This is an optimization exercise on Yosys and OpenROAD, whose aim is small area, a short achievable clock period and few clock cycles, not a production implementation. At most, simulation tests tie the RTL to the original design; equivalence was not proved.

// fft_radix4_top
module fft_radix4_top #(
    parameter WIDTH = 16
)(
    input wire clk,
    input wire rst_n,
    input wire start,
    input wire signed [WIDTH*16-1:0] data_in_real,
    input wire signed [WIDTH*16-1:0] data_in_imag,
    output wire signed [WIDTH*16-1:0] data_out_real,
    output wire signed [WIDTH*16-1:0] data_out_imag,
    output wire done,
    output wire valid
);
For scale: roughly 18,000 cells after synthesis, roughly 510 flip-flops, ~1,000 I/O pins, ~150,000 um^2 of cells after synthesis.
Settings: LEC_CHECK=0, CAP_MARGIN=20, CORE_MARGIN=2, CORE_UTILIZATION=55, SETUP_SLACK_MARGIN=5, SLEW_MARGIN=20; clock period 20.0 ns.
run.sh (not shown) runs the stock make flow with config.mk's settings and CLKGATE_MAP_FILE= SYNTH_SCRIPT=/design/flow/synth_recipe.tcl, a recipe that flattens the netlist after the stock synthesis.
Edit:
--- a/flow/config.mk
+++ b/flow/config.mk
@@ -10,2 +10 @@
-export CORE_UTILIZATION = 55
-export SETUP_SLACK_MARGIN = 5
+export CORE_UTILIZATION = 40
- synthesized cell count is unchanged
- global-route usage went down by 13 points
- worst setup slack gets worse by 3000 ps
- worst hold slack gets worse by 110 ps
- register-to-register slack gets worse by 2400 ps
- first-iteration DRC count went down by about 24%
Function was not checked in any run of this note: the RTL went through the layout flow alone.

========
== v10 ==
Another version of the RTL of fft_radix4_top (not shown whole).
Size in the first run: ~18000 cells after synthesis, about 510 flip-flops, roughly 1000 I/O pins, about 130000 sq um of cells after synthesis.
export LEC_CHECK = 0
export ABC_AREA = 1
export CAP_MARGIN = 20
export CORE_MARGIN = 2
export CORE_UTILIZATION = 40
export SLEW_MARGIN = 20
create_clock -name core_clock -period 20.0 [get_ports {clk}]
standard.sh (not shown) runs the stock make flow with config.mk's settings and CLKGATE_MAP_FILE= SYNTH_SCRIPT=/design/flow/synth_recipe.tcl, a recipe that flattens the netlist after the stock synthesis.
==> flow/flow/run.sh <==
#!/bin/bash
# Own layout flow: the standard ORFS flow (standard.sh, standard
# synthesis) with
#  - ports buffered with sky130_fd_sc_hd__buf_1;
#  - setup repair aiming at SETUP_SLACK_MARGIN ns of slack, worst path only.
# Runs in the standard flow's work folder; the make output goes to own_flow.log there and
# each ORFS step writes its own log under orfs/logs.
set -euo pipefail
export BUFFER_PORTS_ARGS="-buffer_cell sky130_fd_sc_hd__buf_1"
export SETUP_SLACK_MARGIN=13
export TNS_END_PERCENT=0
bash standard.sh > own_flow.log 2>&1
v10 went all the way through the flow, and no timing, DRC or antenna check failed.
Testbench counts of v10, summed over its fixed seeds: cycles 1,528.
The inputs of v1 differ from those of v10 as listed below.
==> flow/flow/run.sh <==
#!/bin/bash
# Own layout flow: the standard ORFS flow (standard.sh) with
#  - the standard flow's synthesis script plus flow/synth_hooks.tcl (no full-adder
#    extraction, ABC mapping with flow/abc.script);
#  - ports buffered with sky130_fd_sc_hd__buf_1;
#  - setup repair aiming at SETUP_SLACK_MARGIN ns of slack, worst path only.
# Runs in the standard flow's work folder; the make output goes to own_flow.log there and
# each ORFS step writes its own log under orfs/logs.
set -euo pipefail
W=$(pwd)
sed -e "s#^source \$::env(SCRIPTS_DIR)/synth.tcl#source $W/flow/synth_hooks.tcl\n&#" \
    synth_recipe.tcl > own_synth.tcl
grep -q synth_hooks own_synth.tcl
sed -e "s#SYNTH_SCRIPT=[^ ]*synth_recipe.tcl#SYNTH_SCRIPT=$W/own_synth.tcl#" standard.sh > own_standard.sh
grep -q own_synth.tcl own_standard.sh
export OWN_ABC_SCRIPT=$W/flow/abc.script
export BUFFER_PORTS_ARGS="-buffer_cell sky130_fd_sc_hd__buf_1"
export SETUP_SLACK_MARGIN=13
export TNS_END_PERCENT=0
bash own_standard.sh > own_flow.log 2>&1
==> flow/flow/abc.script (new file) <==
strash
dch
map -D 6000
topo
stime -c
buffer -c
upsize -c -D 6000
dnsize -c -D 6000
==> flow/flow/synth_hooks.tcl (new file) <==
# Sourced by own_synth.tcl (the standard flow's synth_recipe.tcl) just before ORFS's
# synth.tcl. Two changes to the standard flow's synthesis, neither touching registers:
#  - Yosys's full-adder extraction is skipped, so ABC maps the adders;
#  - ABC maps with flow/abc.script (delay target) instead of ORFS's script.
proc extract_fa {args} {
  puts "own flow: full-adder extraction skipped"
}
proc abc {args} {
  set i [lsearch -exact $args -script]
  if { $i >= 0 && [info exists ::env(OWN_ABC_SCRIPT)] } {
    set args [lreplace $args [expr {$i + 1}] [expr {$i + 1}] $::env(OWN_ABC_SCRIPT)]
  }
  puts "own flow: abc $args"
  yosys abc {*}$args
}
Results
Compared v1 against v10; initial standard-cell utilization of the core within noise.
The higher total setup buffers inserted after CTS came out of v10.
Layout inverter count without the clock tree, v1 and v10: smaller value in v1
[compare] base=v10 new=v1: number of clock sinks seen by CTS did not really move; final design utilization went up; synthesized instance count up 5713; simple-gate share of the synthesized area rose 24 points.
[diff] worst setup margin, v1 relative to v10: improvement
The inputs of v5 differ from those of v1 as listed below.
# v1
export LEC_CHECK = 0
export ABC_AREA = 1
export CAP_MARGIN = 20
export CORE_MARGIN = 2
export CORE_UTILIZATION = 40
export SLEW_MARGIN = 20
create_clock -name core_clock -period 20.0 [get_ports {clk}]
# v5
export LEC_CHECK = 0
export ABC_AREA = 1
export CAP_MARGIN = 20
export CORE_MARGIN = 2
export CORE_UTILIZATION = 40
export SLEW_MARGIN = 20
export SYNTH_HIERARCHICAL = 1
export SYNTH_MINIMUM_KEEP_SIZE = 1500
create_clock -name core_clock -period 20.0 [get_ports {clk}]
==> flow/flow/run.sh <==
#!/bin/bash
# Own layout flow: the standard ORFS flow (standard.sh, standard
# synthesis) with
#  - ports buffered with sky130_fd_sc_hd__buf_1;
#  - setup repair aiming at SETUP_SLACK_MARGIN ns of slack, worst path only.
# Runs in the standard flow's work folder; the make output goes to own_flow.log there and
# each ORFS step writes its own log under orfs/logs.
set -euo pipefail
export BUFFER_PORTS_ARGS="-buffer_cell sky130_fd_sc_hd__buf_1"
export SETUP_SLACK_MARGIN=13
export TNS_END_PERCENT=0
bash standard.sh > own_flow.log 2>&1
removed: flow/flow/abc.script
removed: flow/flow/synth_hooks.tcl
[summary]
Lower register-to-register slack among v1 and v5: v1. Looking only at first-iteration DRC count, and setting everything else aside, the higher value of v1 and v5 goes to v1. Max freq v1 -> v5: improved. Clock-cell share of area sits lower in v5 than in v1. A cell type of the slowest stage on the worst timing path of sky130_fd_sc_hd__fa_2 is what v5 shows, while sky130_fd_sc_hd__a31oi_2 belongs to v1. Global-route usage for v5: 11 points down relative to v1.

[separate check: timing with driven ports]
The results above use ideal ports. As a check the final layouts listed here were re-extracted and re-timed, cells and wires unchanged. Step 1 (the two cells are an assumption about what drives the block):
set clk [get_ports {clk}]
set_driving_cell -lib_cell sky130_fd_sc_hd__clkbuf_16 $clk
set_driving_cell -lib_cell sky130_fd_sc_hd__buf_2 [delete_from_list [all_inputs] $clk]
Step 2, shift: input delay + t, output delay - t, t = (earliest + latest rising clock arrival at the registers) / 2. This alone moves slack from input paths to output paths. Slacks: ideal / step 1 / step 2; pairs: ideal / step 1.
run | shift t [ns] | setup slack, ns | latest minus earliest clock arrival (ns) | worst slew at a driven data input, ns | pins driven straight from the clock port
the first run of note 1 | 0.954 | 3.468 / 3.432 / 3.153 | 0.075 / 0.075 | 0.30 | 1
the second run of note 1 | 0.955 | 0.490 / 0.443 / 0.246 | 0.107 / 0.108 | 0.22 | 1
v10 | 0.843 | 8.644 / 8.644 / 8.644 | 0.057 / 0.057 | 0.31 | 1
v1 | 0.936 | 10.311 / 10.203 / 10.477 | 0.063 / 0.063 | 0.48 | 1
v5 | 0.925 | 11.227 / 11.177 / 11.227 | 0.109 / 0.109 | 0.18 | 1
After both steps setup and hold are still met in every run listed. The setup slack of the first run of note 1, which loses most, moves by -0.036 ns with the drivers and by -0.315 ns with both steps.
